From an optimization exercise on the open Yosys and OpenROAD flow, aimed at small area; shortcuts taken in it are not production practice. In this exercise RTL edits were held to simulation tests only and were not proved equivalent to the original. The flow treats the clock pin as an ideal source. Dropping or thinning the clock tree relies on that and would not hold on a real chip. Power figures rest on the tool's default switching activity, not on a simulated workload.

==> flow/design.v (excerpt) <==
module Top_Module (
    input clk, rst,
    input wr_en, rd_en,          
    input tx_ready,
    input [7:0] data_in,
    output tx_out,
    output fifo_full, fifo_empty,
    output tx_busy, tx_ready_out
);
clock: 5.0 ns
lec_check: 0
cap_margin: 20
core_margin: 2
core_utilization: 70
cts_buf_list: sky130_fd_sc_hd__clkbuf_4 sky130_fd_sc_hd__clkbuf_8
cts_cluster_diameter: 100
cts_cluster_size: 30
place_density: 0.8
slew_margin: 20
run.sh (not shown) runs the stock make flow with config.mk's settings and CLKGATE_MAP_FILE= SYNTH_SCRIPT=/design/flow/synth_recipe.tcl, a recipe that flattens the netlist after the stock synthesis.
Rerun with:
- CORE_UTILIZATION: 70 -> 40
- CTS_BUF_LIST: sky130_fd_sc_hd__clkbuf_4 sky130_fd_sc_hd__clkbuf_8 -> unset
- CTS_CLUSTER_DIAMETER: 100 -> unset
- CTS_CLUSTER_SIZE: 30 -> unset
- PLACE_DENSITY: 0.8 -> unset
- maximum frequency decreases by 6.2%
- power goes up by about 6%
- synthesized cell count does not change
- non-clock buffer count is lower by 1
- wire length drops by about 1%
- final cell count went up by about 20%
- clock-buffer cell count is higher by 3
- clock power came out higher by 22%
- setup slack degrades by 0.22 ns
- core utilization goes down by 32 points
Rerun with:
- CORE_UTILIZATION: 40 -> 70
- PLACE_DENSITY: unset -> 0.8
After rerunning:
- The new run completed without violations
- non-clock buffer count rose by 1
- synthesized area is unchanged
- design area fell by 0.93%
- routed wire length rose by 6.1%
- global-route usage rose by 11 points
- sequential cell count stays the same


Setup of run 2:
The RTL this note starts from:
==> flow/design.v <==
module FIFO8x8 (
    input clk, rst,
    input rden, wren,
    input [7:0] DataIn,
    output [7:0] DataOut,
    output fifo_full,
    output fifo_empty,
    output data_out_valid
);
reg [7:0] mem [0:15];
reg [3:0] idx;
wire pop = rden & ~fifo_empty;
integer i;
always @(posedge clk)
    if (wren) begin
        mem[0] <= DataIn;
        for (i = 1; i < 16; i = i + 1)
            mem[i] <= mem[i-1];
    end
wire [3:0] c = idx ^ {4{~wren}};
wire [3:0] t = {c[2] & c[1] & c[0], c[1] & c[0], c[0], 1'b1};
always @(posedge clk or posedge rst) begin
    if (rst)
        idx <= 4'hF;
    else if (wren != pop)
        idx <= idx ^ t;
end
assign fifo_full = 1'b0;
assign fifo_empty = &idx;
assign data_out_valid = pop;
reg [7:0] rd;
integer k;
always @(*) begin
    rd = 8'd0;
    for (k = 0; k < 16; k = k + 1)
        rd = rd | (mem[k] & {8{idx == k}});
end
assign DataOut = rd;
endmodule
module FSM_Packetizer (
    input clk, rst,
    input fifo_empty, tx_ready,
    input [7:0] fifo_data,
    output tx_enable,
    output reg [7:0] tx_data
);
localparam IDLE = 4'd0, WAITR = 4'd1, LOAD = 4'd2, SEND0 = 4'd3, DONE = 4'd13;
reg [3:0] state;
always @(posedge clk or posedge rst) begin
    if (rst)
        state <= IDLE;
    else if (state == IDLE) begin
        if (!fifo_empty) state <= WAITR;
    end else if (state == WAITR) begin
        if (tx_ready) state <= LOAD;
    end else if (state == DONE)
        state <= IDLE;
    else
        state <= state + 4'd1;
end
always @(posedge clk)
    if (state == LOAD) tx_data <= fifo_data;
assign tx_enable = (state == SEND0);
endmodule
module UART_Transmitter (
    input clk, rst,
    input start_tx,
    input [7:0] tx_data,
    output reg tx_out,
    output reg tx_busy,
    output tx_ready
);
localparam [12:0] INV = 13'b0101010101010;
reg [12:0] baud_q;
wire [12:0] baud_counter = baud_q ^ INV;
reg [3:0] bit_counter;    
wire tick = ~baud_counter[0] & ~baud_counter[1] & ~baud_counter[2] & ~baud_counter[3] & baud_counter[6] & baud_counter[7] & baud_counter[8] & baud_counter[9] & ~baud_counter[10] & baud_counter[12];
wire last = bit_counter[3] & ~bit_counter[1] & bit_counter[0];    
always @(posedge clk) begin
    if (tx_busy && !tick)
        baud_q <= {baud_counter[11:0], ~(baud_counter[12] ^ baud_counter[4])} ^ INV;
    else
        baud_q <= INV;
end
always @(posedge clk) begin
    if (!tx_busy)
        bit_counter <= 4'd15;
    else if (tick)
        bit_counter <= bit_counter ^ {&bit_counter[2:0], &bit_counter[1:0], bit_counter[0], 1'b1};    
end
wire bit_val = bit_counter[3] ? ~(bit_counter[1] & bit_counter[0]) : tx_data[bit_counter[2:0]];
always @(posedge clk or posedge rst) begin
    if (rst) begin
        tx_out <= 1'b1;
        tx_busy <= 1'b0;
    end else if (tx_busy) begin
        if (tick) begin
            tx_out <= bit_val;
            if (last) tx_busy <= 1'b0;
        end
    end else if (start_tx)
        tx_busy <= 1'b1;
end
assign tx_ready = ~tx_busy;
endmodule
module Top_Module (
    input clk, rst,
    input wr_en, rd_en,          
    input tx_ready,
    input [7:0] data_in,
    output tx_out,
    output fifo_full, fifo_empty,
    output tx_busy, tx_ready_out
);
wire [7:0] fifo_data_out;
wire fifo_rden, uart_start_tx;
wire [7:0] uart_tx_data;
FIFO8x8 fifo_inst (
    .clk(clk),
    .rst(rst),
    .wren(wr_en),
    .rden(fifo_rden),
    .DataIn(data_in),
    .DataOut(fifo_data_out),
    .fifo_full(fifo_full),
    .fifo_empty(fifo_empty),
    .data_out_valid(uart_start_tx)
);
FSM_Packetizer fsm_inst (
    .clk(clk),
    .rst(rst),
    .fifo_empty(fifo_empty),
    .tx_ready(tx_ready),
    .fifo_data(fifo_data_out),
    .tx_enable(fifo_rden),
    .tx_data(uart_tx_data)
);
UART_Transmitter uart_inst (
    .clk(clk),
    .rst(rst),
    .start_tx(uart_start_tx),
    .tx_data(uart_tx_data),
    .tx_out(tx_out),
    .tx_busy(tx_busy),
    .tx_ready(tx_ready_out)
);
endmodule
==> flow/config.mk <==
export PLATFORM = sky130hd
export DESIGN_NAME = Top_Module
export DESIGN_NICKNAME = Top_Module
export VERILOG_FILES = /design/flow/design.v
export SDC_FILE = /design/flow/constraint.sdc
export NUM_CORES = 4
export LEC_CHECK = 0
export CAP_MARGIN = 20
export CORE_MARGIN = 2
export CORE_UTILIZATION = 40
export GPL_TIMING_DRIVEN = 0
export SLEW_MARGIN = 20
==> flow/constraint.sdc <==
create_clock -name core_clock -period 5.0 [get_ports {clk}]
set_input_delay 1.0000 -clock core_clock [delete_from_list [all_inputs] [get_ports {clk}]]
set_output_delay 1.0000 -clock core_clock [all_outputs]
set_load 0.01 [all_outputs]
standard.sh (not shown) runs the stock make flow with config.mk's settings and CLKGATE_MAP_FILE= SYNTH_SCRIPT=/design/flow/synth_recipe.tcl, a recipe that flattens the netlist after the stock synthesis.
==> flow/flow/run.sh <==
#!/bin/bash
# The standard layout with three changes:
# - synthesis maps the logic with an area-oriented ABC script
#   (flow/abc_area.script, three rounds of &dch -f and &nf -a -R 1000) in place of ORFS's
#   speed script; everything else in synthesis is unchanged, so the registers
#   are those of the standard synthesis;
# - the clock tree is the two-level inverter tree of flow/invtree.tcl, built
#   in the CTS step by flow/cts_pre.tcl;
# - each port gets a buf_1 as its buffer.
set -euo pipefail
rm -rf scripts_abc
cp -r "$FLOW_HOME/scripts" scripts_abc
cp flow/abc_area.script scripts_abc/abc_speed.script
export SCRIPTS_DIR="$PWD/scripts_abc"
export PRE_CTS_TCL="$PWD/flow/cts_pre.tcl"
export BUFFER_PORTS_ARGS="-buffer_cell sky130_fd_sc_hd__buf_1"
bash standard.sh finish > standard_finish.log 2>&1
==> flow/flow/abc_area.script <==
&get -n
&st
&dch -f
&nf -a -R 1000
&put
&get -n
&st
&dch -f
&nf -a -R 1000
&put
&get -n
&st
&dch -f
&nf -a -R 1000
&put
Other scripts of this flow, unchanged in this note and not shown: flow/flow/cts_pre.tcl, flow/flow/invtree.tcl
Per the final summary, run 2 finished and its layout is clean on timing, DRC and antenna.
Changes in run 4 relative to run 2:
Settings: GPL_TIMING_DRIVEN removed (was 0).
-- flow/flow/run.sh --
<<< run 2, line 4
#   (flow/abc_area.script, three rounds of &dch -f and &nf -a -R 1000) in place of ORFS's
>>> run 4, line 4
#   (flow/abc_area.script, three rounds of &dch -f and &nf -a -R 1000, then gate sizing) in place of ORFS's
-- flow/flow/abc_area.script --
<<< run 2, line 16
>>> run 4, line 16
topo
stime -c
upsize -c
dnsize -c
==> comparison <==
- On total of fill cells in the finished design, run 4 and run 2 are basically level.
- Tightest hold margin was higher in the run labelled run 2.
- Placer congestion estimate: run 4 < run 2
- Relative to run 2, total routing usage reported by global routing increased by 0.47 points in run 4.
- On run 4: internal portion of total power is about 0.53% higher than what run 2 gave.
- The final reports for run 4 and run 2 show fraction of the cycle the final worst path needs lower in the former.
- Summary of run 4 over run 2: maximum operating frequency grew by about 13%; sequential share of layout area now sits higher.
No run of this note takes its clock network from TritonCTS; it comes from the design's own scripts or RTL.

==> port drivers added, routing unchanged <==
The flow's constraints put no driver on any port. The routed layouts listed below were extracted and timed again, unchanged, in two steps.
Step 1 assumes that a clkbuf_16 drives the clock port and a buf_2 every other input.
Step 2 adds t to the input delays and takes it off the output delays; t is the mean of the earliest and latest rising clock arrival at the registers after step 1. Input paths then give back, and output paths get back, about the clock's delay inside the block.
Three values: ideal, step 1, step 2; two values: the first two.
run	shift t [ns]	setup slack, ns	clock arrival spread, ns
the first run of note 1	0.471	1.707 / 1.673 / 2.004	0.017 / 0.017
the second run of note 1	0.465	1.490 / 1.448 / 1.913	0.009 / 0.009
the third run of note 1	0.552	1.631 / 1.594 / 1.975	0.011 / 0.011
run 2	0.240	1.904 / 1.846 / 2.087	0.011 / 0.011
run 4	0.246	2.259 / 2.296 / 2.050	0.011 / 0.012
After both steps setup and hold are still met in every run listed. The setup slack of run 4, which loses most, moves by +0.037 ns with the drivers and by -0.209 ns with both steps.
